Source: an optimization exercise on an open RTL-to-GDS flow (aim: small area). Production flows keep margins and buffers that such runs may drop. Where RTL was checked, it was by simulation tests only, not by an equivalence proof against the original. For runs 1, 2 and 6, only the layout was checked, not whether the RTL still works. No driver is modelled on the clock port, so clocking that relies on it looks cheaper here than on a real chip. No activity file was given, so power comes from the tool's default toggle rates.

[flow/design.v]
module pwm_module (
    input wire clk,
    input wire reset,                     
    input wire valid,                     
    input wire [8:0] pwm_input,           
    output reg ChannelA,
    output reg ChannelB,
    output reg PWM_out
);
    reg [7:0] quo;
    reg [8:0] rem;
    reg       cmp_q;                      
    reg       direction;                  
    wire [9:0] rem_inc = {1'b0, rem} + 10'd51;
    wire       step    = rem_inc[9];
    always @(posedge clk or posedge reset) begin
        if (reset) begin
            rem <= 9'd113;
            quo <= 8'd0;
        end else begin
            rem <= rem + (step ? 9'd63 : 9'd51);
            if (step)
                quo <= (quo == 8'd254) ? 8'd0 : quo + 8'd1;
        end
    end
    wire       s   = pwm_input[8];
    wire [7:0] x   = pwm_input[7:0] ^ {8{s}};
    wire [8:0] sum = {1'b0, x} + {1'b0, ~quo} + {8'd0, s};
    always @(posedge clk or posedge reset) begin
        if (reset) begin
            cmp_q     <= 1'b0;
            direction <= 1'b0;
            PWM_out   <= 1'b0;
            ChannelA  <= 1'b0;
            ChannelB  <= 1'b0;
        end else begin
            cmp_q     <= sum[8] & valid;
            direction <= s & valid;
            PWM_out   <= cmp_q;
            ChannelA  <= ~direction;
            ChannelB  <= direction;
        end
    end
endmodule
module pwm_bus_demo #(
        parameter pwm_WIDTH = 16,
        parameter DATA_WIDTH = 16
    ) (
        input  wire [7:0]  slave_address,      
        input  wire        slave_read,         
        output reg  [DATA_WIDTH-1:0] slave_readdata,     
        input  wire        slave_write,        
        input  wire [DATA_WIDTH-1:0] slave_writedata,    
        input  wire        clk,           
        input  wire        reset,         
        input  wire [(DATA_WIDTH/8)-1:0] slave_byteenable,
        output wire channel_A,   
        output wire channel_B,   
        output wire pwm_out
    );
    reg [DATA_WIDTH-1:0] mem;
    reg                  written;
    pwm_module my_ip(
        .clk(clk),
        .reset(reset),
        .valid(written),
        .pwm_input(mem[8:0]),
        .ChannelA(channel_A),
        .ChannelB(channel_B),
        .PWM_out(pwm_out)
    );
    always @(posedge clk or posedge reset) begin
        if (reset)
            written <= 1'b0;
        else if (slave_write)
            written <= 1'b1;
    end
    wire                  rd_load = slave_read & ~reset;
    wire [DATA_WIDTH-1:0] mem_d, rd_d;
    bus_sel #(.W(DATA_WIDTH)) mem_sel (
        .a(slave_writedata), .sa(slave_write),
        .b(mem),             .sb(~slave_write),
        .y(mem_d)
    );
    bus_sel #(.W(DATA_WIDTH)) rd_sel (
        .a(mem),             .sa(rd_load & written),
        .b(slave_readdata),  .sb(~rd_load),
        .y(rd_d)
    );
    always @(posedge clk) begin
        mem <= mem_d;
    end
    always @(posedge clk) begin
        slave_readdata <= rd_d;
    end
endmodule
module bus_sel #(
    parameter W = 16
) (
    input  wire [W-1:0] a,
    input  wire         sa,
    input  wire [W-1:0] b,
    input  wire         sb,
    output wire [W-1:0] y
);
    assign y = (a & {W{sa}}) | (b & {W{sb}});
endmodule
[flow/flow/run.sh]
#!/bin/bash
# Own layout flow for pwm_bus_demo:
#  1. the standard synthesis, unchanged (standard.sh synth);
#  2. the combinational cells between the registers re-mapped by ABC for area
#     (registers are kept as they are: same instances, names and cell types;
#     so are the and-or selects, a22o, that feed the bus registers);
#  3. the rest of the standard ORFS flow, with the 1x buffer on every port
#     and a clock tree without dummy loads.
# Each tool's output goes to a log of its own in the work folder.
set -euo pipefail
cd "$(dirname "$0")/.."
W=$PWD
P=${FLOW_PLATFORM:-sky130hd}
R=$W/orfs/results/$P/pwm_bus_demo/base
LIB=$FLOW_HOME/platforms/$P/lib/sky130_fd_sc_hd__tt_025C_1v80.lib
YOSYS=$(command -v yosys || echo "$FLOW_HOME/../tools/install/yosys/bin/yosys")

export BUFFER_PORTS_ARGS="-buffer_cell sky130_fd_sc_hd__buf_1"
# Clock buffers placed by flow/pre_cts.tcl (one per group of nearby registers)
# before CTS, which then finds the clock already buffered and adds nothing.
export PRE_CTS_TCL=$W/flow/pre_cts.tcl
export CLK_BUF_GROUPS=${CLK_BUF_GROUPS:-3}
export CLK_BUF_CELL=sky130_fd_sc_hd__clkbuf_8
export CTS_ARGS="-sink_clustering_enable -repair_clock_nets -dont_use_dummy_load"

bash standard.sh synth > log_1_standard_synth.log 2>&1
cp "$R/1_2_yosys.v" "$W/synth_standard.v"

# Cells the platform marks don't-use, for ABC to leave out.
DONT_USE=$(sed -n '/^export DONT_USE_CELLS/,/^$/p' "$FLOW_HOME/platforms/$P/config.mk" \
  | grep -o 'sky130_fd_sc_hd__[A-Za-z0-9_]*' | sed 's/^/-dont_use /' | tr '\n' ' ')

cat > "$W/reopt.ys" <<EOF
read_liberty -ignore_miss_func $LIB
read_verilog $W/synth_standard.v
hierarchy -top $FLOW_TOP
chtype -map sky130_fd_sc_hd__a22o_1 t:sky130_fd_sc_hd__a22o_2
setattr -mod -set keep_hierarchy 1 sky130_fd_sc_hd__df* sky130_fd_sc_hd__edf* sky130_fd_sc_hd__sdf* sky130_fd_sc_hd__dl* sky130_fd_sc_hd__a22o_1
flatten
techmap
opt -fast
select $FLOW_TOP
abc -liberty $LIB -script $W/flow/area.abc $DONT_USE
opt_clean
write_verilog -noattr -selected $W/synth_reopt.v
EOF
"$YOSYS" -s "$W/reopt.ys" > log_2_reopt.log 2>&1
cp "$W/synth_reopt.v" "$R/1_2_yosys.v"
rm -f "$R/1_synth.odb" "$R/1_synth.sdc"

bash standard.sh > log_3_standard_layout.log 2>&1
[flow/flow/area.abc]
strash
&get -n
&deepsyn -T 30
&put
dch -f
amap
[flow/flow/pre_cts.tcl]
# Clock buffering in place of CTS: the registers are split into CLK_BUF_GROUPS
# groups by position (along x), and one clock buffer placed at the centre of
# each group drives that group's clock pins. The clock port drives only these
# buffers' inputs.
set block [ord::get_db_block]
set dbu [$block getDbUnitsPerMicron]
set sinks {}
foreach pin [get_pins -of_objects [get_nets clk]] {
  if { [get_property $pin direction] ne "input" } { continue }
  set bb [[sta::sta_to_db_inst [get_cells -of_objects $pin]] getBBox]
  lappend sinks [list [expr {([$bb xMin] + [$bb xMax]) / 2.0}] [expr {([$bb yMin] + [$bb yMax]) / 2.0}] $pin]
}
set ng $::env(CLK_BUF_GROUPS)
set sinks [lsort -real -index 0 $sinks]
set n [llength $sinks]
# k-means on the register positions, started from equal slices along x
set cx {}; set cy {}
for {set g 0} {$g < $ng} {incr g} {
  set s [lindex $sinks [expr {(2 * $g + 1) * $n / (2 * $ng)}]]
  lappend cx [lindex $s 0]; lappend cy [lindex $s 1]
}
for {set it 0} {$it < 50} {incr it} {
  set groups {}
  for {set g 0} {$g < $ng} {incr g} { lappend groups {} }
  foreach s $sinks {
    set best 0; set bd 1e30
    for {set g 0} {$g < $ng} {incr g} {
      set d [expr {abs([lindex $s 0] - [lindex $cx $g]) + abs([lindex $s 1] - [lindex $cy $g])}]
      if {$d < $bd} { set bd $d; set best $g }
    }
    lset groups $best [concat [lindex $groups $best] [list $s]]
  }
  for {set g 0} {$g < $ng} {incr g} {
    set grp [lindex $groups $g]
    if {[llength $grp] == 0} { continue }
    set sx 0; set sy 0
    foreach s $grp { set sx [expr {$sx + [lindex $s 0]}]; set sy [expr {$sy + [lindex $s 1]}] }
    lset cx $g [expr {$sx / [llength $grp]}]; lset cy $g [expr {$sy / [llength $grp]}]
  }
}
for {set g 0} {$g < $ng} {incr g} {
  set grp [lindex $groups $g]
  if {[llength $grp] == 0} { continue }
  set sx 0; set sy 0; set pins {}
  foreach s $grp {
    set sx [expr {$sx + [lindex $s 0]}]
    set sy [expr {$sy + [lindex $s 1]}]
    lappend pins [lindex $s 2]
  }
  set x [expr {$sx / [llength $grp] / $dbu}]
  set y [expr {$sy / [llength $grp] / $dbu}]
  puts "clock buffer $g at $x $y for [llength $grp] registers"
  insert_buffer -buffer_cell $::env(CLK_BUF_CELL) -net clk -load_pins $pins \
    -location [list $x $y] -buffer_name clkbuf_$g -net_name clknet_$g
}
[flow/standard.sh]
#!/bin/bash
# synth_recipe.tcl (not shown) runs the flow's synth.tcl, then flattens the netlist and writes it again
# the make line also repeats each setting of config.mk as NAME=value (left out here)
make -C /OpenROAD-flow-scripts/flow DESIGN_CONFIG=/design/flow/config.mk WORK_HOME=/design/flow/orfs CLKGATE_MAP_FILE= SYNTH_SCRIPT=/design/flow/synth_recipe.tcl "${@:-finish}"
[flow/config.mk]
export PLATFORM = sky130hd
export DESIGN_NAME = pwm_bus_demo
export DESIGN_NICKNAME = pwm_bus_demo
export VERILOG_FILES = /design/flow/design.v
export SDC_FILE = /design/flow/constraint.sdc
export NUM_CORES = 4
export LEC_CHECK = 0
export CAP_MARGIN = 20
export CORE_MARGIN = 2
export CORE_UTILIZATION = 70
export PLACE_DENSITY = 0.85
export SLEW_MARGIN = 20
export SYNTH_HIERARCHICAL = 1
export SYNTH_MINIMUM_KEEP_SIZE = 0
[flow/constraint.sdc]
create_clock -name core_clock -period 32.0 [get_ports {clk}]
set_input_delay 6.4000 -clock core_clock [delete_from_list [all_inputs] [get_ports {clk}]]
set_output_delay 6.4000 -clock core_clock [all_outputs]
set_load 0.01 [all_outputs]
==> results of run 1 <==
==> impl_metrics.ini, run 1 <==
[outcome]
status = did not finish
lastStage = 1_synth
error = [ERROR ORD-2013] instance _132_ LEF master t:sky130_fd_sc_hd__a22o_2 not found.

[synthesis]
ys_warn_count = 8
==> run 2: changes to the inputs <==
--- a/flow/flow/run.sh
+++ b/flow/flow/run.sh
@@ -32,3 +32,6 @@
 
-cat > "$W/reopt.ys" <<EOF
+# Two ABC scripts; the netlist with the smaller cell area is kept.
+best=""; best_area=""
+for s in area area2; do
+  cat > "$W/reopt_$s.ys" <<EOF
 read_liberty -ignore_miss_func $LIB
@@ -36,3 +39,4 @@
 hierarchy -top $FLOW_TOP
-chtype -map sky130_fd_sc_hd__a22o_1 t:sky130_fd_sc_hd__a22o_2
+chtype -map sky130_fd_sc_hd__a22o_2 sky130_fd_sc_hd__a22o_1 t:sky130_fd_sc_hd__a22o_2
+chtype -map sky130_fd_sc_hd__a22o_4 sky130_fd_sc_hd__a22o_1 t:sky130_fd_sc_hd__a22o_4
 setattr -mod -set keep_hierarchy 1 sky130_fd_sc_hd__df* sky130_fd_sc_hd__edf* sky130_fd_sc_hd__sdf* sky130_fd_sc_hd__dl* sky130_fd_sc_hd__a22o_1
@@ -42,7 +46,20 @@
 select $FLOW_TOP
-abc -liberty $LIB -script $W/flow/area.abc $DONT_USE
+abc -liberty $LIB -script $W/flow/$s.abc $DONT_USE
 opt_clean
-write_verilog -noattr -selected $W/synth_reopt.v
+write_verilog -noattr -selected $W/synth_reopt_$s.v
+design -reset
+read_liberty -lib $LIB
+read_verilog $W/synth_reopt_$s.v
+hierarchy -top $FLOW_TOP
+tee -o $W/synth_reopt_$s.area stat -liberty $LIB
 EOF
-"$YOSYS" -s "$W/reopt.ys" > log_2_reopt.log 2>&1
+  "$YOSYS" -s "$W/reopt_$s.ys" > "log_2_reopt_$s.log" 2>&1
+  a=$(awk '/Chip area for/ {print $NF}' "$W/synth_reopt_$s.area" | tail -1)
+  echo "reopt $s: area $a" >> log_2_reopt_choice.log
+  if [[ -z "$best" ]] || awk -v a="$a" -v b="$best_area" 'BEGIN {exit !(a < b)}'; then
+    best=$s; best_area=$a
+  fi
+done
+echo "kept $best" >> log_2_reopt_choice.log
+cp "$W/synth_reopt_$best.v" "$W/synth_reopt.v"
 cp "$W/synth_reopt.v" "$R/1_2_yosys.v"
==> flow/flow/area2.abc (new file) <==
strash
&get -n
&deepsyn -T 30
&dch -f
&nf -R 1000
&put
==> run 2 against run 1 <==
Now clean on timing, DRC and antenna.
==> impl_metrics.ini, run 2 <==
[outcome]
status = no timing/DRC/antenna violations

[worst_setup_path]
r2r_slack_ps = 29710
crit_chain = buf_1, clkinv_1, and3_1, a22o_1
critPathSlowestCell = and3_1
max_stage_delay_ps = 690
path_buf_inv = 2
r2r-end = my_ip.quo[7]
cp_top_family = buffers and inverters
cp_max_fo = 25
cp-end-kind = flip-flop
endpoint = slave_readdata[1]
reg2reg_from = my_ip.rem[0]
required_ps = 32050
arrival_ps = 8080
r2r_cells = 8
crit_type = input port to flip-flop
worstSetupStartpointType = input port
cp.depth = 4
startpoint = reset

[sta]
slew_headroom_pct = 47.1
finalSetupTns_ps = 0
fin_skew_ps = 17.6
slew_violations = 0
fin_crit_sh_pct = 25.1
fmax_mhz = 124
setup_viol = 0
tightest_slew_ps = 788
hold_violations = 0
rsz0062_at_grt = false
finalCriticalPeriod_ps = 8030

[cells_and_area]
layout_common_cells = buf_1, a22o_1, dfxtp_1
reg_top3 = mem x16, slave_readdata x16, my_ip.rem x9
nFillCells = 193
syn_to_final_growth_pct = 11.4
drive_gt1_share_pct = 3.43
layout_commonest_cell = buf_1
regArea_sq_um = 1220
layout.nets = 236
antennaDiodeCount = 0
multiInputGateArea_sq_um = 708

[detailed_routing]
wl_per_cell_um = 15.6
drtPass1Iterations = 4
ant_nets = 0
route.vias.total = 1426
routed_wl_um = 3670
post-route-drc-count = 0
first_iter_violations = 53
drt-vias-per-instance = 6.07

[flow_run]
cap_violations = 0

[synthesis]
synthCells = 163
syn_area_sq_um = 1960
synth_fp_nets = 193
ys_warn_count = 8
syn_avg_cell_area_sq_um = 12.0

[grt]
grt_pass1_wl_um = 6280
antenna_found_initial = 0
grt-ovfl-total = 0
grtUsageTotal_pct = 24.0
grt_pass1_vias = 1377
grt_max_degree = 26

[worst_hold_path]
hold_start = my_ip.cmp_q
hold_class = flip-flop to flip-flop

[clocking]
post-cts-setup-buffers = 0
post_cts_resized = 0
hold_buffers = 0
insertion_delay_ps = 160
clk_pin_slew_ps = 100

[place]
dpl.hpwl_um = 2740
numPortBuffers = 38
finalWeightedCongestion = 0.809

[pwr]
p_total_uw = 116
pwr_density_cell_nw_per_um2 = 53.3
p_leak_uw = 0.000885
irDropWorstVdd_v = 0.0000605

[floorplanning]
start_util_pct = 72.2
fp.dieW_um = 56.9
die_h_um = 56.9
core_sq_um = 2710
io_pins = 49
die_area_sq_um = 3230
rows = 19
[run 2: worst min path at each step]
stage | end | slack, ps | depth (start not counted)
floorplan | my_ip.PWM_out | 330 | 0
global placement | my_ip.PWM_out | 330 | 0
detailed placement | my_ip.PWM_out | 340 | 0
CTS | my_ip.PWM_out | 340 | 0
global route | my_ip.PWM_out | 370 | 0
finish | my_ip.PWM_out | 360 | 0
[run 2: area by class of cell, clock buffers not listed]
cell class / instances / share of cell area, %
inverters: 7 / 1.21
well taps: 31 / 1.78
flip-flops and latches: 55 / 56.1
repair buffers: 38 / 6.55
multi-input cells: 101 / 32.5
[run 2: metal layers]
metal	track usage (%)	routed length [um]
met2	44.0	1930
met5	0	0
met4	2.66	51
met3	2.76	207
met1	31.5	1480
[run 2: worst reg2reg max path: cells and delay by family, from the launching register on]
kind               cells  cell delay [ps]
and+or+nand+nor        5             1120
AOI/OAI and AO/OA      3              540
DFF                    1              580
[run 2: stage by stage]
step	hold slack, ps	worst slack [ps]	area (sq um)	instances	util, %
2_1_floorplan	331	24170	1960	163	-
3_3_place_gp	333	23820	2140	232	78.9
3_5_place_dp	339	23740	2140	232	78.9
4_1_cts	339	23740	2180	235	80.4
5_1_grt	366	23690	2180	235	80.4
6_report	358	23970	2180	235	80.4
[run 2: power by group]
part	total, uW	internal (uW)	switching, uW	leakage [uW]
Combinational	14.2	6.76	7.48	0.000330
Sequential	78.0	74.2	3.73	0.000534
Clock	24.0	8.71	15.3	0.0000216
Total	116	89.7	26.5	0.000885
==> run 3: changes to the inputs <==
--- a/flow/design.v
+++ b/flow/design.v
@@ -3,3 +3,3 @@
     input wire reset,                     
-    input wire valid,                     
+    input wire run,                       
     input wire [8:0] pwm_input,           
@@ -10,16 +10,19 @@
     reg [7:0] quo;
-    reg [8:0] rem;
+    reg [8:0] rem_x;
+    wire [8:0] rem = rem_x ^ 9'd164;
     reg       cmp_q;                      
     reg       direction;                  
-    wire [9:0] rem_inc = {1'b0, rem} + 10'd51;
-    wire       step    = rem_inc[9];
-    always @(posedge clk or posedge reset) begin
-        if (reset) begin
-            rem <= 9'd113;
-            quo <= 8'd0;
-        end else begin
-            rem <= rem + (step ? 9'd63 : 9'd51);
-            if (step)
-                quo <= (quo == 8'd254) ? 8'd0 : quo + 8'd1;
-        end
+    wire [9:0] rem_inc  = {1'b0, rem} + 10'd51;
+    wire       step     = rem_inc[9];
+    wire [8:0] rem_next = rem + (step ? 9'd63 : 9'd51);
+    wire       wrap = (quo == 8'd254);
+    wire [7:0] tog;
+    assign tog[0] = step & ~wrap;
+    genvar i;
+    generate for (i = 1; i < 8; i = i + 1) begin : g_tog
+        assign tog[i] = step & ((&quo[i-1:0]) | wrap);
+    end endgenerate
+    always @(posedge clk) begin
+        rem_x <= run ? (rem_next ^ 9'd164) : 9'd0;
+        quo   <= run ? (quo ^ tog) : 8'd0;
     end
@@ -36,4 +39,4 @@
         end else begin
-            cmp_q     <= sum[8] & valid;
-            direction <= s & valid;
+            cmp_q     <= sum[8] & run;
+            direction <= s & run;
             PWM_out   <= cmp_q;
@@ -61,3 +64,3 @@
     reg [DATA_WIDTH-1:0] mem;
-    reg                  written;
+    wire                 run = channel_A | channel_B;
     pwm_module my_ip(
@@ -65,3 +68,3 @@
         .reset(reset),
-        .valid(written),
+        .run(run),
         .pwm_input(mem[8:0]),
@@ -71,8 +74,2 @@
     );
-    always @(posedge clk or posedge reset) begin
-        if (reset)
-            written <= 1'b0;
-        else if (slave_write)
-            written <= 1'b1;
-    end
     wire                  rd_load = slave_read & ~reset;
@@ -81,3 +78,3 @@
         .a(slave_writedata), .sa(slave_write),
-        .b(mem),             .sb(~slave_write),
+        .b(mem),             .sb(~slave_write & run),
         .y(mem_d)
@@ -85,3 +82,3 @@
     bus_sel #(.W(DATA_WIDTH)) rd_sel (
-        .a(mem),             .sa(rd_load & written),
+        .a(mem),             .sa(rd_load & run),
         .b(slave_readdata),  .sb(~rd_load),
--- a/flow/flow/run.sh
+++ b/flow/flow/run.sh
@@ -6,4 +6,5 @@
 #     so are the and-or selects, a22o, that feed the bus registers);
-#  3. the rest of the standard ORFS flow, with the 1x buffer on every port
-#     and a clock tree without dummy loads.
+#  3. the rest of the standard ORFS flow, with the 1x buffer on every port;
+#     the clock is buffered by flow/pre_cts.tcl (one clock buffer per group of
+#     nearby registers) just before CTS, which then has nothing left to add.
 # Each tool's output goes to a log of its own in the work folder.
==> run 3 against run 2 <==
Via count rose by 2.0%. Combinational power rose to 2.9 times the previous value. Power rose by 34%. Utilization rose by 3.5 points. Clock skew fell by 3.3 ps. Flip-flop and latch count fell by 1. Critical endpoint is now slave_readdata[13].
==> impl_metrics.ini, run 3 <==
[outcome]
status = no timing/DRC/antenna violations

[worst_setup_path]
arrival_ps = 8200
cp_max_fo = 17
worstSetupStartpointType = input port
critPathSlowestCell = nor2_1
cp-end-kind = flip-flop
required_ps = 32090
path_buf_inv = 2
crit_type = input port to flip-flop
max_stage_delay_ps = 920
cp_top_family = simple AND/OR/NAND/NOR gates
crit_chain = buf_1, clkinv_1, nand2_1, nor2_1, a22o_1

[detailed_routing]
routed_wl_um = 3770
route.vias.total = 1454
ant_nets = 0
first_iter_violations = 68
drtPass1Iterations = 5
wl_per_cell_um = 15.5
drt-vias-per-instance = 5.98
post-route-drc-count = 0

[grt]
grt_max_degree = 21
grt_pass1_vias = 1288
grtUsageTotal_pct = 23.0
antenna_found_initial = 0
grt-ovfl-total = 0
grt_pass1_wl_um = 5930

[synthesis]
ys_warn_count = 8
syn_avg_cell_area_sq_um = 10.9
synthCells = 170
syn_area_sq_um = 1860
synth_fp_nets = 200

[pwr]
p_sw_uw = 47.4
comb_power_share_pct = 26.3
p_int_uw = 108
clock_power_share_pct = 15.8
swShare_pct = 30.4
pwr-share-seq_pct = 58.0
pwr_density_cell_nw_per_um2 = 74.3
irDropWorstVdd_v = 0.0000689
p_leak_uw = 0.000819

[sta]
slew_violations = 0
finalSetupTns_ps = 0
slew_headroom_pct = 31.1
whs_ps = 372
hold_violations = 0
setup_viol = 0
tightest_slew_ps = 1030
rsz0062_at_grt = false
finalCriticalPeriod_ps = 8100
fmax_mhz = 123
fin_crit_sh_pct = 25.3
fin_skew_ps = 14.3

[floorplanning]
rows = 18
core_sq_um = 2500
die_h_um = 55.6
die_area_sq_um = 3090
fp.dieW_um = 55.6
start_util_pct = 74.4
io_pins = 49

[cells_and_area]
syn_to_final_growth_pct = 12.7
reg_top3 = mem x16, slave_readdata x16, my_ip.rem_x x9
drive_gt1_share_pct = 2.35
final_cell_area_sq_um = 2100
layout_commonest_cell = dfxtp_1
nFillCells = 148
layout_common_cells = dfxtp_1, buf_1, a22o_1
layout.nets = 245
antennaDiodeCount = 0

[clocking]
post-cts-setup-buffers = 0
hold_buffers = 0
clk_pin_slew_ps = 100
insertion_delay_ps = 170
post_cts_resized = 0

[place]
dpl.hpwl_um = 2430
numPortBuffers = 38
finalWeightedCongestion = 0.765
placed_cell_area_sq_um = 2050

[worst_hold_path]
hold_class = flip-flop to flip-flop

[flow_run]
cap_violations = 0
-- run 3: worst register-to-register path, stage by stage, from the launching register on --
cell      delay, ps
dfxtp_1         380
nor2_1           90
nor2_1           90
nand2_1          60
nand3b_1        120
nand2_1         100
nor2_1          170
nand2_1         120
nor3_1          320
a22o_1          210
and2_0          240
nor2b_1         360
and3_1          270
o22ai_1         100
a21oi_1         110
-- run 3: worst paths after layout --
check | start | end | slack (ps) | depth (start not counted)
setup reg to reg | my_ip.rem_x[0] | my_ip.quo[6] | 29210 | 14
hold reg to reg | my_ip.cmp_q | my_ip.PWM_out | 370 | 0
max in group asynchronous | reset | my_ip.cmp_q | 25800 | 2
min in group asynchronous | reset | my_ip.PWM_out | 6070 | 2
setup / recovery | reset | slave_readdata[13] | 23900 | 5
hold / removal | my_ip.cmp_q | my_ip.PWM_out | 370 | 0
-- run 3: per-stage QoR --
step / total power (uW) / instances / setup slack [ps] / util [%]
after floorplan: 121 / 170 / 24360 / -
after detailed placement: 132 / 239 / 23770 / 81.9
after global placement: 129 / 239 / 23810 / 81.9
final: 156 / 243 / 23900 / 83.9
after global routing: 166 / 243 / 23750 / 83.9
after CTS: 151 / 242 / 23700 / 83.6
-- run 3: final cells by class, clock buffers not listed --
class	count	area (sq um)	share of cell area, %
Sequential cell	54	1110	52.7
Tap cell	30	37.5	1.79
Multi-Input combinational cell	114	747	35.6
Timing Repair Buffer	40	158	7.52
Inverter	2	7.51	0.358
-- run 3: power groups by stage --
stage               Clock (uW)  Sequential (uW)  Combinational (uW)
floorplan                    0             91.5                29.7
global placement             0             90.6                38.3
detailed placement           0             91.4                40.4
CTS                       18.8             91.8                40.8
global route              26.9             92.2                46.4
finish                    24.6             90.3                40.9
-- run 3: routing by layer --
layer  up-vias  GRT usage, %  part of all wire (%)
li1        714             -                     -
met1       685          31.9                    44
met2        52          39.6                    51
met3         3          2.11                   4.4
met4         0          4.53                  0.69
met5         -             0                     0
==> run 4: changes to the inputs <==
--- a/flow/config.mk
+++ b/flow/config.mk
@@ -8,4 +8,4 @@
 export CAP_MARGIN = 20
-export CORE_MARGIN = 2
-export CORE_UTILIZATION = 70
+export CORE_AREA = 2.3 2.72 61.64 61.2
+export DIE_AREA = 0 0 64 64
 export PLACE_DENSITY = 0.85
==> run 4 against run 3 <==
Largest power group unchanged. Synthesized cell count unchanged. Global-route usage down 4.3 points. Clock skew grew 13 ps. Still clean. Critical endpoint is now slave_readdata[12]. Sequential power barely moved. Sequential share of layout area shrank 0.56 points. Flip-flop and latch count stayed put.
==> impl_metrics.ini, run 4 <==
[outcome]
status = no timing/DRC/antenna violations

[synthesis]
syn_avg_cell_area_sq_um = 10.9
ys_warn_count = 8
synth_fp_nets = 200
synthCells = 170
syn_area_sq_um = 1860

[floorplanning]
die_area_sq_um = 4100
core_sq_um = 3390
die_h_um = 64
fp.dieW_um = 64
start_util_pct = 54.9
io_pins = 49
rows = 21

[worst_setup_path]
reg2reg_from = my_ip.rem_x[0]
startpoint = reset
r2r_cells = 14
cp_max_fo = 17
worstSetupStartpointType = input port
r2r-end = my_ip.quo[6]
endpoint = slave_readdata[12]
arrival_ps = 7930
crit_type = input port to flip-flop
cp-end-kind = flip-flop
required_ps = 32100
r2r_slack_ps = 29200

[cells_and_area]
post-route-util_pct = 62.5
layout.nets = 245
syn_to_final_growth_pct = 13.9
drive_gt1_share_pct = 2.82
multiInputGateArea_sq_um = 749
nFillCells = 290
regArea_sq_um = 1110
layout_commonest_cell = dfxtp_1
antennaDiodeCount = 0
layout_common_cells = dfxtp_1, buf_1, a22o_1
reg_top3 = mem x16, slave_readdata x16, my_ip.rem_x x9

[sta]
hold_violations = 0
setup_viol = 0
slew_violations = 0
fmax_mhz = 128
tightest_slew_ps = 763
slew_headroom_pct = 49.1
fin_crit_sh_pct = 24.5
finalSetupTns_ps = 0
finalCriticalPeriod_ps = 7830
rsz0062_at_grt = false
fin_skew_ps = 27.3

[detailed_routing]
post-route-drc-count = 0
wl_per_cell_um = 14.1
routed_wl_um = 3660
wl_met2_um = 1770
wl_met3_um = 196
route.vias.total = 1435
ant_nets = 0
drt-vias-per-instance = 5.54
first_iter_violations = 66
highest_layer = met4
drtPass1Iterations = 4
wl_met1_um = 1650

[pwr]
pwr_density_cell_nw_per_um2 = 73.4
p_leak_uw = 0.000819
irDropWorstVdd_v = 0.0000393

[clocking]
post_cts_resized = 0
clk_pin_slew_ps = 90
insertion_delay_ps = 170
hold_buffers = 0
post-cts-setup-buffers = 0

[place]
finalWeightedCongestion = 0.808
dpl.hpwl_um = 2610
numPortBuffers = 38

[grt]
antenna_found_initial = 0
grt_pass1_vias = 1503
grt-ovfl-total = 0
grt_pass1_wl_um = 6390
grt_max_degree = 24
grtUsageTotal_pct = 18.7

[flow_run]
cap_violations = 0

[worst_hold_path]
hold_class = flip-flop to flip-flop
-- run 4: final cells by class, clock buffers not listed --
cell class	count	area share (%)
inverters	2	0.354
multi-input cells	114	35.4
well taps	46	2.72
flip-flops and latches	54	52.2
repair buffers	40	7.44
-- run 4: critical path, cell delays in order --
cell and delay (ps):
buf_1 70, clkinv_1 120, nand2_1 390, nor2_2 680, a22o_1 260
-- run 4: worst min-delay path by stage --
stage	slack [ps]	to	startpoint	cells after the start
final	350	my_ip.PWM_out	my_ip.cmp_q	0
after global placement	330	my_ip.PWM_out	my_ip.cmp_q	0
after floorplan	330	my_ip.PWM_out	my_ip.cmp_q	0
after detailed placement	340	my_ip.PWM_out	my_ip.cmp_q	0
after global routing	380	my_ip.PWM_out	my_ip.cmp_q	0
after CTS	340	my_ip.PWM_out	my_ip.cmp_q	0
-- run 4: layer usage --
layer	up-vias	GRT usage, %
met5	-	0
met4	0	5.16
met3	5	2.29
met2	33	33.7
met1	681	23.5
li1	716	-
-- run 4: power breakdown --
group | internal (uW) | switching [uW] | leakage (uW)
combinational | 19.1 | 21.7 | 0.000333
clock | 8.72 | 15.7 | 0.0000216
sequential | 80.7 | 9.71 | 0.000464
-- run 4: stage by stage --
step	area, sq um	hold slack (ps)	cells	setup WS (ps)	power, uW
after floorplan	1860	331	170	24360	121
after global placement	2070	334	255	23650	130
after detailed placement	2070	336	255	23570	132
after CTS	2110	336	258	23560	152
after global routing	2120	375	259	23970	167
final	2120	353	259	24170	156
==> run 5: changes to the inputs <==
--- a/flow/flow/run.sh
+++ b/flow/flow/run.sh
@@ -22,3 +22,3 @@
 export PRE_CTS_TCL=$W/flow/pre_cts.tcl
-export CLK_BUF_GROUPS=${CLK_BUF_GROUPS:-3}
+export CLK_BUF_GROUPS=${CLK_BUF_GROUPS:-4}
 export CLK_BUF_CELL=sky130_fd_sc_hd__clkbuf_8
==> run 5 against run 4 <==
Via count increased by 0.98%. Utilization rose by 0.41 points. Register-to-register slack is essentially flat. Power grew 1.6%. Wire length is 2.7% higher. Critical path depth did not move. Fmax is 0.86% lower. Clock power grew about 10%. Final cell count rose by 0.39%. Combinational power is essentially flat. Clock skew down 16 ps. Sequential share of layout area fell by 0.34 points. Largest power group unchanged.
==> impl_metrics.ini, run 5 <==
[pwr]
p_int_uw = 111
p_total_uw = 158
irDropWorstVdd_v = 0.0000452
pwr_density_cell_nw_per_um2 = 74.2
p_sw_uw = 46.9
p_leak_uw = 0.000826
swShare_pct = 29.7
comb_power_share_pct = 25.8
clock_power_share_pct = 17.1
pwr-share-seq_pct = 57.1

[clocking]
hold_buffers = 0
post_cts_resized = 0
insertion_delay_ps = 150
post-cts-setup-buffers = 0
clk_pin_slew_ps = 80

[detailed_routing]
first_iter_violations = 72
route.vias.total = 1449
post-route-drc-count = 0
drt-vias-per-instance = 5.57
ant_nets = 0
routed_wl_um = 3760
wl_per_cell_um = 14.5
drtPass1Iterations = 5

[sta]
tightest_slew_ps = 764
fin_skew_ps = 11.5
finalCriticalPeriod_ps = 7900
rsz0062_at_grt = false
setup_viol = 0
hold_violations = 0
fin_crit_sh_pct = 24.7
slew_headroom_pct = 49.1
fmax_mhz = 127
whs_ps = 352
finalSetupTns_ps = 0
slew_violations = 0

[worst_setup_path]
crit_type = input port to flip-flop
reg2reg_from = my_ip.rem_x[0]
cp-end-kind = flip-flop
arrival_ps = 7990
r2r_slack_ps = 29210
cp_max_fo = 17
required_ps = 32080
r2r-end = my_ip.quo[6]
worstSetupStartpointType = input port
r2r_cells = 14

[place]
dpl.hpwl_um = 2610
finalWeightedCongestion = 0.808
numPortBuffers = 38
placed_cell_area_sq_um = 2070

[cells_and_area]
regArea_sq_um = 1110
layout_common_cells = dfxtp_1, buf_1, a22o_1
syn_to_final_growth_pct = 14.7
layout.nets = 246
reg_top3 = mem x16, slave_readdata x16, my_ip.rem_x x9
post-route-util_pct = 62.9
drive_gt1_share_pct = 3.27
multiInputGateArea_sq_um = 749
antennaDiodeCount = 0
nFillCells = 284
layout_commonest_cell = dfxtp_1
final_cell_area_sq_um = 2130

[worst_hold_path]
hold_start = my_ip.cmp_q
hold_class = flip-flop to flip-flop
holdPathEnd = my_ip.PWM_out
holdPathStages = 0

[grt]
grt_max_degree = 18
grt_pass1_vias = 1462
grt-ovfl-total = 0
grt_pass1_wl_um = 6390
antenna_found_initial = 0
grtUsageTotal_pct = 18.7

[floorplanning]
fp.dieW_um = 64
core_sq_um = 3390
start_util_pct = 54.9
io_pins = 49
die_h_um = 64
die_area_sq_um = 4100
rows = 21

[synthesis]
syn_area_sq_um = 1860
ys_warn_count = 8
synthCells = 170
synth_fp_nets = 200
syn_avg_cell_area_sq_um = 10.9

[outcome]
status = no timing/DRC/antenna violations

[flow_run]
cap_violations = 0
[run 5: cell type report, clock buffers not listed]
class,count,area share (%)
sequential,54,51.8
multi-input combinational,114,35.1
timing repair buffer,40,7.39
tap,46,2.70
inverter,2,0.352
[run 5: layer usage]
layer	global-route usage [%]	share of wire [%]	vias to the layer above
met5	0	0	-
met3	2.29	5.3	2
met1	23.7	45	694
met4	3.80	0.77	0
met2	34.0	49	34
li1	-	-	719
[run 5: power by group through the flow]
stage	registers [uW]	logic, uW	clock network [uW]
6_report	90.4	40.8	27.0
5_1_grt	92.1	46.3	30.7
4_1_cts	92.0	41.0	21.6
3_5_place_dp	91.8	40.7	0
3_3_place_gp	91.1	38.7	0
2_1_floorplan	91.5	29.7	0
[run 5: metrics by stage]
step,instances,worst slack [ps]
floorplan,170,24360
global placement,255,23650
detailed placement,255,23570
CTS,259,23540
global route,260,23920
finish,260,24100
[run 5: worst max path at each step]
stage               start            endpoint  slack [ps]  depth (start not counted)
global placement    reset   slave_readdata[2]       23650                          5
detailed placement  reset  slave_readdata[13]       23570                          5
floorplan           reset   slave_readdata[0]       24360                          4
finish              reset  slave_readdata[13]       24100                          5
global route        reset  slave_readdata[13]       23920                          5
CTS                 reset  slave_readdata[13]       23540                          5
[run 5: critical path, stage by stage]
cell and delay (ps):
buf_1 70, clkinv_1 120, nand2_1 400, nor2_2 700, a22o_1 280
==> run 6: changes to the inputs <==
--- a/flow/design.v
+++ b/flow/design.v
@@ -29,4 +29,4 @@
     wire       s   = pwm_input[8];
-    wire [7:0] x   = pwm_input[7:0] ^ {8{s}};
-    wire [8:0] sum = {1'b0, x} + {1'b0, ~quo} + {8'd0, s};
+    wire [7:0] r   = quo ^ {8{s}};
+    wire [8:0] sum = {(pwm_input[7:0] > r) ^ s, 8'd0};
     always @(posedge clk or posedge reset) begin
--- a/flow/flow/run.sh
+++ b/flow/flow/run.sh
@@ -19,2 +19,3 @@
 export BUFFER_PORTS_ARGS="-buffer_cell sky130_fd_sc_hd__buf_1"
+export PRE_GLOBAL_PLACE_TCL=$W/flow/upsize.tcl
 # Clock buffers placed by flow/pre_cts.tcl (one per group of nearby registers)
==> flow/flow/upsize.tcl (new file) <==
# Before placement: a 1x gate that drives UPSIZE_FANOUT or more pins is swapped
# for its 2x version, so that repair need not add a buffer on that net.
set limit [expr {[info exists ::env(UPSIZE_FANOUT)] ? $::env(UPSIZE_FANOUT) : 12}]
foreach net [get_nets *] {
  set drv [get_pins -quiet -of_objects $net -filter "direction==output"]
  if {[llength $drv] != 1} { continue }
  set n [llength [get_pins -quiet -of_objects $net -filter "direction==input"]]
  if {$n < $limit} { continue }
  set inst [get_cells -of_objects $drv]
  set ref [get_property $inst ref_name]
  if {![regexp {^(sky130_fd_sc_hd__[a-z0-9]+)_[01]$} $ref -> base]} { continue }
  if {[regexp {__(df|edf|sdf|dl)} $base]} { continue }
  set cell [get_lib_cells -quiet */${base}_2]
  if {[llength $cell] == 0} { continue }
  puts "upsize [get_full_name $inst] $ref -> ${base}_2 (fanout $n)"
  replace_cell $inst [get_full_name $cell]
}
==> run 6 against run 5 <==
Still clean on timing, DRC and antenna. Fmax increased by 3.3%. Worst hold slack got worse by 4.2 ps. Register-to-register slack improved by 460 ps. Flip-flop and latch count is the same. Synthesized cell count is 1.2% higher. Via count down 2.6%. Critical path type unchanged. Largest cell class unchanged. Largest power group unchanged. Highest routed layer unchanged.
==> impl_metrics.ini, run 6 <==
[place]
dpl.hpwl_um = 2460
finalWeightedCongestion = 0.746
numPortBuffers = 38
post-place-cells = 256
placed_cell_area_sq_um = 2070
place_ws_ps = 24130

[grt]
antenna_found_initial = 0
grt_pass1_wl_um = 6130
grtUsageTotal_pct = 17.9
grt_pass1_vias = 1367
grt-ovfl-total = 0
grt_max_degree = 18

[worst_setup_path]
startpoint = reset
worstSetupStartpointType = input port
crit_chain = buf_1, clkinv_1, nand2_2, nor2_2, a22o_1
cp_top_family = simple AND/OR/NAND/NOR gates
cp_max_fo = 17
crit_type = input port to flip-flop
required_ps = 32080
path_buf_inv = 2
cp-end-kind = flip-flop
critPathSlowestCell = nor2_2
reg2reg_from = my_ip.rem_x[0]
arrival_ps = 7730
max_stage_delay_ps = 610

[floorplanning]
die_h_um = 64
core_sq_um = 3390
rows = 21
fp.dieW_um = 64
io_pins = 49
start_util_pct = 54.8
die_area_sq_um = 4100

[pwr]
clock_power_share_pct = 17.1
pwr-share-seq_pct = 58.2
p_leak_uw = 0.000823
swShare_pct = 29.3
irDropWorstVdd_v = 0.0000427
p_int_uw = 111
pwr_density_cell_nw_per_um2 = 73.9
comb_power_share_pct = 24.6
p_sw_uw = 45.9

[sta]
finalSetupTns_ps = 0
setup_viol = 0
rsz0062_at_grt = false
fmax_mhz = 131
slew_headroom_pct = 39.1
slew_violations = 0
tightest_slew_ps = 906
fin_ws_ps = 24350
finalCriticalPeriod_ps = 7650
fin_crit_sh_pct = 23.9
hold_violations = 0
fin_skew_ps = 15.9

[detailed_routing]
routed_wl_um = 3460
route.vias.total = 1412
first_iter_violations = 101
ant_nets = 0
drt-vias-per-instance = 5.43
drtPass1Iterations = 4
post-route-drc-count = 0
wl_per_cell_um = 13.3

[synthesis]
synth_fp_nets = 202
synthCells = 172
syn_avg_cell_area_sq_um = 10.8
ys_warn_count = 8
syn_area_sq_um = 1860

[clocking]
insertion_delay_ps = 150
clk_pin_slew_ps = 90
post-cts-setup-buffers = 0
post_cts_resized = 0
hold_buffers = 0

[worst_hold_path]
hold_start = my_ip.cmp_q
hold_class = flip-flop to flip-flop

[cells_and_area]
drive_gt1_share_pct = 3.27
final_cell_area_sq_um = 2120
layout_common_cells = dfxtp_1, buf_1, a22o_1
antennaDiodeCount = 0
layout_commonest_cell = dfxtp_1
syn_to_final_growth_pct = 14.1
reg_top3 = mem x16, slave_readdata x16, my_ip.rem_x x9
stdcell_count = 260
layout.nets = 246
post-route-util_pct = 62.6

[outcome]
status = no timing/DRC/antenna violations

[flow_run]
cap_violations = 0
==> run 6: power groups by stage <==
stage	Sequential [uW]	Combinational (uW)	Clock (uW)
global route	93.2	44.6	30.5
finish	91.2	38.6	26.9
global placement	91.9	37.5	0
floorplan	92.4	28.3	0
detailed placement	92.6	38.6	0
CTS	92.9	38.9	21.6
==> run 6: through the flow <==
stage	hold WS, ps	power, uW
finish	348	157
CTS	347	153
detailed placement	347	131
floorplan	331	121
global route	352	168
global placement	332	129
==> run 6: area by class of cell, clock buffers not listed <==
type | instances | area [sq um]
Timing Repair Buffer | 38 | 143
Fill cell | 288 | 1270
Inverter | 5 | 18.8
Sequential cell | 54 | 1110
Multi-Input combinational cell | 113 | 741
Tap cell | 46 | 57.6
==> run 6: path summary, 6_finish.rpt <==
path                                     end  slack [ps]  cells after the start
min                            my_ip.PWM_out         350                      0
max                        slave_readdata[5]       24350                      5
min reg2reg                    my_ip.PWM_out         350                      0
min in group asynchronous      my_ip.PWM_out        6100                      2
max reg2reg                     my_ip.quo[2]       29670                     10
max in group asynchronous        my_ip.cmp_q       25740                      2
==> run 6: metal layers <==
metal | part of all wire (%) | track usage (%) | vias to the layer above
met4 | 0.55 | 1.36 | 0
met3 | 3.5 | 2.11 | 2
li1 | - | - | 717
met5 | 0 | 0 | -
met2 | 48 | 30.5 | 31
met1 | 48 | 25.5 | 662
==> run 7: changes to the inputs <==
--- a/flow/design.v
+++ b/flow/design.v
@@ -30,3 +30,3 @@
     wire [7:0] r   = quo ^ {8{s}};
-    wire [8:0] sum = {(pwm_input[7:0] > r) ^ s, 8'd0};
+    wire       on  = (pwm_input[7:0] > r) ^ s;
     always @(posedge clk or posedge reset) begin
@@ -39,3 +39,3 @@
         end else begin
-            cmp_q     <= sum[8] & run;
+            cmp_q     <= on & run;
             direction <= s & run;
==> run 7 against run 6 <==
Setup slack unchanged. Final area unchanged. Wire length unchanged. Register-to-register slack about the same. Synthesized cell count unchanged. Die area unchanged. Power unchanged. Global-route usage unchanged. Flip-flop and latch count unchanged. Critical path type unchanged. Critical path depth unchanged. Via count unchanged. First-iteration DRC count unchanged.
==> impl_metrics.ini, run 7 <==
[grt]
grt-ovfl-total = 0
grt_max_degree = 18
grt_pass1_wl_um = 6130
antenna_found_initial = 0
grt_pass1_vias = 1367
grtUsageTotal_pct = 17.9

[flow_run]
cap_violations = 0

[detailed_routing]
drt-vias-per-instance = 5.43
ant_nets = 0
wl_met2_um = 1670
routed_wl_um = 3460
post-route-drc-count = 0
drtPass1Iterations = 4
route.vias.total = 1412
wl_per_cell_um = 13.3
wl_met1_um = 1650
wl_met3_um = 121
highest_layer = met4
first_iter_violations = 101

[worst_hold_path]
holdPathStages = 0
hold_class = flip-flop to flip-flop

[synthesis]
ys_warn_count = 8
syn_avg_cell_area_sq_um = 10.8
synthCells = 172
synth_fp_nets = 202
syn_area_sq_um = 1860

[sta]
fin_skew_ps = 15.9
setup_viol = 0
slew_violations = 0
hold_violations = 0
slew_headroom_pct = 39.1
finalCriticalPeriod_ps = 7650
finalSetupTns_ps = 0
rsz0062_at_grt = false
fin_crit_sh_pct = 23.9
fmax_mhz = 131
tightest_slew_ps = 906

[pwr]
p_leak_uw = 0.000823
p_total_uw = 157
irDropWorstVdd_v = 0.0000427
pwr_density_cell_nw_per_um2 = 73.9

[clocking]
post-cts-setup-buffers = 0
post_cts_resized = 0
hold_buffers = 0
insertion_delay_ps = 150
clk_pin_slew_ps = 90

[worst_setup_path]
r2r_cells = 10
cp_max_fo = 17
required_ps = 32080
crit_type = input port to flip-flop
arrival_ps = 7730
crit_chain = buf_1, clkinv_1, nand2_2, nor2_2, a22o_1
worstSetupStartpointType = input port
critPathSlowestCell = nor2_2
max_stage_delay_ps = 610
cp-end-kind = flip-flop

[place]
numPortBuffers = 38
dpl.hpwl_um = 2460
placed_cell_area_sq_um = 2070
finalWeightedCongestion = 0.746

[floorplanning]
io_pins = 49
core_sq_um = 3390
fp.dieW_um = 64
die_h_um = 64
start_util_pct = 54.8
rows = 21
die_area_sq_um = 4100

[cells_and_area]
reg_top3 = mem x16, slave_readdata x16, my_ip.rem_x x9
nFillCells = 288
layout.nets = 246
layout_commonest_cell = dfxtp_1
drive_gt1_share_pct = 3.27
multiInputGateArea_sq_um = 741
antennaDiodeCount = 0
layout_common_cells = dfxtp_1, buf_1, a22o_1
regArea_sq_um = 1110
final_cell_area_sq_um = 2120
syn_to_final_growth_pct = 14.1

[outcome]
status = no timing/DRC/antenna violations
## run 7: cell counts in the layout (fill, tap and decap cells not counted)
Identical to the previous run, type by type.
## run 7: final timing paths
kind,slack (ps),to,start
setup / recovery,24350,slave_readdata[5],reset
hold / removal,350,my_ip.PWM_out,my_ip.cmp_q
setup reg to reg,29670,my_ip.quo[2],my_ip.rem_x[0]
hold reg to reg,350,my_ip.PWM_out,my_ip.cmp_q
max in group asynchronous,25740,my_ip.cmp_q,reset
min in group asynchronous,6100,my_ip.PWM_out,reset
## run 7: worst max-delay path: cells and delay by family
kind | cells | cell delay [ps]
AO/OA/AOI/OAI | 1 | 260
buffers and inverters | 2 | 210
AND/OR/NAND/NOR | 2 | 850
## run 7: power by group
| part | total (uW) | internal [uW] | switching [uW] |
|---|---|---|---|
| clock network | 26.9 | 11.5 | 15.4 |
| registers | 91.2 | 81.2 | 9.97 |
| logic | 38.6 | 18.1 | 20.5 |
## run 7: metal layers
layer	up-vias	track usage, %
li1	717	-
met1	662	25.5
met2	31	30.5
met3	2	2.11
met4	0	1.36
met5	-	0
## run 7: final cells by class, clock buffers not listed
cell class                      instances  area share, %
Sequential cell                        54           52.2
Multi-Input combinational cell        113           34.9
Timing Repair Buffer                   38           6.73
Tap cell                               46           2.71
Inverter                                5          0.885
## run 7: through the flow
stage          util (%)  setup WS, ps  cells  hold slack, ps
6_report           62.6         24350    260             348
2_1_floorplan         -         24360    172             331
4_1_cts            62.6         24160    260             347
5_1_grt            62.6         24150    260             352
3_5_place_dp       60.9         24130    256             347
3_3_place_gp       60.9         24270    256             332
==> run 8: changes to the inputs <==
--- a/flow/design.v
+++ b/flow/design.v
@@ -31,2 +31,6 @@
     wire       on  = (pwm_input[7:0] > r) ^ s;
+    wire dir_run = direction & run;
+    always @(posedge clk) begin
+        direction <= s & run;
+    end
     always @(posedge clk or posedge reset) begin
@@ -34,3 +38,2 @@
             cmp_q     <= 1'b0;
-            direction <= 1'b0;
             PWM_out   <= 1'b0;
@@ -40,6 +43,5 @@
             cmp_q     <= on & run;
-            direction <= s & run;
             PWM_out   <= cmp_q;
-            ChannelA  <= ~direction;
-            ChannelB  <= direction;
+            ChannelA  <= ~dir_run;
+            ChannelB  <= dir_run;
         end
==> run 8 against run 7 <==
Final area down 0.24%. Register-to-register slack worse by 560 ps. Global-route usage down 0.48 points. Sequential power down 0.4%. Setup slack better by 2.4 ps. Synthesized cell count up 6.4%. Critical endpoint is now slave_readdata[0]. Largest power group unchanged.
==> impl_metrics.ini, run 8 <==
[detailed_routing]
drtPass1Iterations = 4
route.vias.total = 1480
routed_wl_um = 3470
ant_nets = 0
post-route-drc-count = 0
drt-vias-per-instance = 5.46
wl_per_cell_um = 12.8
first_iter_violations = 108

[worst_setup_path]
r2r-end = my_ip.quo[7]
r2r_cells = 15
arrival_ps = 7730
endpoint = slave_readdata[0]
required_ps = 32080
worstSetupStartpointType = input port
max_stage_delay_ps = 640
reg2reg_from = my_ip.rem_x[0]
crit_chain = buf_1, clkinv_1, nand2_2, nor2_2, a22o_1
critPathSlowestCell = nor2_2
cp_max_fo = 17
crit_type = input port to flip-flop
r2r_slack_ps = 29110
startpoint = reset
cp-end-kind = flip-flop

[cells_and_area]
layout.nets = 257
antennaDiodeCount = 0
nFillCells = 283
layout_commonest_cell = dfxtp_1
layout_common_cells = dfxtp_1, buf_1, a22o_1
stdcell_count = 271
drive_gt1_share_pct = 3.56
reg_top3 = mem x16, slave_readdata x16, my_ip.rem_x x9
syn_to_final_growth_pct = 14.3

[sta]
fin_skew_ps = 22.5
setup_viol = 0
finalSetupTns_ps = 0
finalCriticalPeriod_ps = 7650
rsz0062_at_grt = false
fmax_mhz = 131
hold_violations = 0
slew_violations = 0
tightest_slew_ps = 800
fin_crit_sh_pct = 23.9
slew_headroom_pct = 46.6

[floorplanning]
fp.dieW_um = 64
io_pins = 49
die_area_sq_um = 4100
die_h_um = 64
rows = 21
start_util_pct = 54.6
core_sq_um = 3390

[pwr]
p_leak_uw = 0.000801
pwr_density_cell_nw_per_um2 = 75.0
irDropWorstVdd_v = 0.0000410

[clocking]
post_cts_resized = 0
hold_buffers = 0
insertion_delay_ps = 150
post-cts-setup-buffers = 0
clk_pin_slew_ps = 90

[place]
numPortBuffers = 38
finalWeightedCongestion = 0.779
post-place-cells = 267
dpl.hpwl_um = 2390

[synthesis]
syn_area_sq_um = 1850
synthCells = 183
syn_avg_cell_area_sq_um = 10.1
synth_fp_nets = 213
ys_warn_count = 8

[grt]
grt_pass1_vias = 1309
grtUsageTotal_pct = 17.4
grt_max_degree = 21
grt-ovfl-total = 0
grt_pass1_wl_um = 5950
antenna_found_initial = 0

[flow_run]
cap_violations = 0

[outcome]
status = no timing/DRC/antenna violations

[worst_hold_path]
hold_class = flip-flop to flip-flop
## run 8: changes by cell type in the layout (fill, tap and decap cells not counted), sizes merged, moves of 4 or more
cell	change
a21oi	-5
xnor2	-9
a211oi	+4
nor2	+6
o21ai	+7
nor3	-4
clkinv	+11
nand2	+4
## run 8: layout make-up, clock buffers not listed
cell class,instances,area (sq um),area share [%]
inverter,16,60.1,2.84
multi-input combinational,113,699,33.1
timing repair buffer,38,143,6.74
tap,46,57.6,2.72
sequential,54,1100,52.0
## run 8: worst min path at each step
stage / slack, ps / from / end / depth (start not counted)
finish: 360 / my_ip.cmp_q / my_ip.PWM_out / 0
global route: 390 / my_ip.cmp_q / my_ip.PWM_out / 0
CTS: 340 / my_ip.cmp_q / my_ip.PWM_out / 0
detailed placement: 340 / my_ip.cmp_q / my_ip.PWM_out / 0
global placement: 340 / my_ip.cmp_q / my_ip.PWM_out / 0
floorplan: 330 / my_ip.cmp_q / my_ip.PWM_out / 0
## run 8: layer usage
metal	GRT usage (%)	share of wire [%]	vias to the layer above
li1	-	-	753
met1	24.7	46	689
met2	29.3	48	34
met3	1.94	5.3	4
met4	2.45	1.2	0
met5	0	0	-
## run 8: critical path: cells and delay by family
kind | cells | cell delay (ps)
buf+inv | 2 | 180
compound gates | 1 | 260
simple gates | 2 | 880
## run 8: report_power, final
| part | switching [uW] | internal (uW) |
|---|---|---|
| Combinational | 24.2 | 16.8 |
| Clock | 15.3 | 11.5 |
| Sequential | 8.46 | 82.4 |
## run 8: stage by stage
stage / worst slack [ps] / total power (uW) / utilization [%] / hold slack, ps / instance area (sq um)
after detailed placement: 24180 / 133 / 60.8 / 339 / 2060
after global routing: 24210 / 171 / 62.4 / 387 / 2120
after global placement: 24310 / 131 / 60.8 / 335 / 2060
after CTS: 24200 / 155 / 62.4 / 339 / 2120
final: 24350 / 159 / 62.4 / 363 / 2120
after floorplan: 24380 / 122 / - / 331 / 1850
==> run 9: changes to the inputs <==
--- a/flow/design.v
+++ b/flow/design.v
@@ -9,3 +9,4 @@
 );
-    reg [7:0] quo;
+    reg [7:0] quo_x;
+    wire [7:0] quo = ~quo_x;
     reg [8:0] rem_x;
@@ -26,3 +27,3 @@
         rem_x <= run ? (rem_next ^ 9'd164) : 9'd0;
-        quo   <= run ? (quo ^ tog) : 8'd0;
+        quo_x <= run ? ~(quo ^ tog) : 8'hff;
     end
==> run 9 against run 8 <==
Still clean on timing, DRC and antenna. Final cell count fell by 0.74%. Utilization fell by 0.33 points. Wire length up 1.4%. Die area stayed put. Largest power group unchanged.
==> impl_metrics.ini, run 9 <==
[floorplanning]
rows = 21
io_pins = 49
die_area_sq_um = 4100
fp.dieW_um = 64
start_util_pct = 54.3
die_h_um = 64
core_sq_um = 3390

[sta]
fin_skew_ps = 11.7
fmax_mhz = 132
fin_crit_sh_pct = 23.7
finalCriticalPeriod_ps = 7590
setup_viol = 0
hold_violations = 0
fin_ws_ps = 24410
tightest_slew_ps = 795
slew_headroom_pct = 47.0
finalSetupTns_ps = 0
rsz0062_at_grt = false
slew_violations = 0
whs_ps = 356

[grt]
grt-ovfl-total = 0
met3_usage_pct = 2.11
gr-usage-met2_pct = 30.7
antenna_found_initial = 0
top_usage_layer = met2
grt_pass1_vias = 1367
grt_max_degree = 18
grtUsageTotal_pct = 18.2
gr-usage-met1_pct = 25.6
grt_pass1_wl_um = 6260

[place]
post-place-cells = 265
finalWeightedCongestion = 0.741
numPortBuffers = 38
dpl.hpwl_um = 2480
place_ws_ps = 24220

[cells_and_area]
syn_to_final_growth_pct = 14.4
reg_top3 = mem x16, slave_readdata x16, my_ip.rem_x x9
layout_commonest_cell = dfxtp_1
antennaDiodeCount = 0
nFillCells = 290
layout_common_cells = dfxtp_1, buf_1, a22o_1
drive_gt1_share_pct = 3.59
layout.nets = 255
stdcell_count = 269

[synthesis]
syn_avg_cell_area_sq_um = 10.2
synth_fp_nets = 211
syn_area_sq_um = 1840
synthCells = 181
ys_warn_count = 8

[pwr]
swShare_pct = 30.3
p_sw_uw = 48.5
comb_power_share_pct = 26.5
irDropWorstVdd_v = 0.0000434
p_leak_uw = 0.000819
p_int_uw = 112
p_total_uw = 160
pwr_density_cell_nw_per_um2 = 76.1
clock_power_share_pct = 16.9
pwr-share-seq_pct = 56.6

[worst_setup_path]
critPathSlowestCell = nor2_2
crit_chain = buf_1, clkinv_1, nand2_2, nor2_2, a22o_1
arrival_ps = 7680
cp_max_fo = 17
crit_type = input port to flip-flop
worstSetupStartpointType = input port
max_stage_delay_ps = 600
required_ps = 32080
cp_top_family = simple AND/OR/NAND/NOR gates
cp-end-kind = flip-flop
path_buf_inv = 2

[clocking]
post-cts-setup-buffers = 0
hold_buffers = 0
clk_pin_slew_ps = 80
insertion_delay_ps = 150
post_cts_resized = 0

[detailed_routing]
first_iter_violations = 82
post-route-drc-count = 0
drt-vias-per-instance = 5.55
route.vias.total = 1492
routed_wl_um = 3520
wl_per_cell_um = 13.1
drtPass1Iterations = 4
ant_nets = 0

[flow_run]
cap_violations = 0

[outcome]
status = no timing/DRC/antenna violations

[worst_hold_path]
hold_class = flip-flop to flip-flop
-- run 9: per-stage QoR --
step                      utilization (%)  instance area [sq um]
after floorplan                         -                   1840
after global placement               60.5                   2050
after detailed placement             60.5                   2050
after CTS                            62.1                   2100
after global routing                 62.1                   2100
final                                62.1                   2100
-- run 9: cell type report, clock buffers not listed --
cell class                      count  area [sq um]  area share (%)
Inverter                           12          45.0            2.14
Timing Repair Buffer               38           143            6.78
Sequential cell                    54          1100            52.3
Tap cell                           46          57.6            2.73
Multi-Input combinational cell    115           703            33.4
-- run 9: worst paths after layout --
check | slack (ps) | start | cells past startpoint | to
max | 24410 | reset | 5 | slave_readdata[0]
min | 360 | my_ip.cmp_q | 0 | my_ip.PWM_out
max reg2reg | 29450 | mem[8] | 11 | my_ip.cmp_q
min reg2reg | 360 | my_ip.cmp_q | 0 | my_ip.PWM_out
max in group asynchronous | 25780 | reset | 2 | my_ip.ChannelA
min in group asynchronous | 6090 | reset | 2 | my_ip.cmp_q
-- run 9: power by group through the flow --
| stage | Clock (uW) | Combinational, uW | Sequential, uW |
|---|---|---|---|
| final | 27.1 | 42.4 | 90.7 |
| after floorplan | 0 | 30.3 | 92.7 |
| after global placement | 0 | 40.8 | 91.5 |
| after global routing | 30.0 | 49.9 | 92.8 |
| after CTS | 21.6 | 42.6 | 92.3 |
| after detailed placement | 0 | 42.4 | 92.1 |
-- run 9: layer usage --
metal / share of wire (%) / wire (um) / vias up
met5: 0 / 0 / -
met4: 1.4 / 51 / 0
met3: 7.3 / 258 / 4
met2: 46 / 1630 / 49
met1: 45 / 1580 / 690
li1: - / - / 749

[port drivers added, routing unchanged]
In the flow no input, the clock included, has a driving cell. The finished layouts below were timed again as built, in two steps.
Step 1, drivers: a clkbuf_16 drives clk and a buf_2 each remaining input, both assumed.
Step 2 times the ports against the registers' clock, not the clock port: input delays grow and output delays shrink by t, the midpoint of the rising clock arrivals with the driver on.
Three values: ideal ports, drivers, drivers and shift; two values: the first two.
| run | shift t [ns] | slack for setup (ns) | worst hold slack (ns) |
|---|---|---|---|
| run 2 | 0.203 | 23.966 / 23.990 / 23.787 | 0.358 / 0.358 / 0.358 |
| run 3 | 0.202 | 23.897 / 23.921 / 23.719 | 0.372 / 0.372 / 0.372 |
| run 4 | 0.204 | 24.167 / 24.191 / 23.987 | 0.353 / 0.353 / 0.353 |
| run 5 | 0.195 | 24.098 / 24.132 / 23.938 | 0.352 / 0.352 / 0.352 |
| run 6 | 0.190 | 24.350 / 24.374 / 24.184 | 0.348 / 0.348 / 0.348 |
| run 7 | 0.190 | 24.350 / 24.374 / 24.184 | 0.348 / 0.348 / 0.348 |
| run 8 | 0.194 | 24.352 / 24.385 / 24.191 | 0.363 / 0.362 / 0.362 |
| run 9 | 0.195 | 24.405 / 24.440 / 24.245 | 0.356 / 0.356 / 0.356 |
After both steps every run listed still meets setup and hold. The setup slack of run 4, which loses most, moves by +0.024 ns with the drivers and by -0.180 ns with both steps.
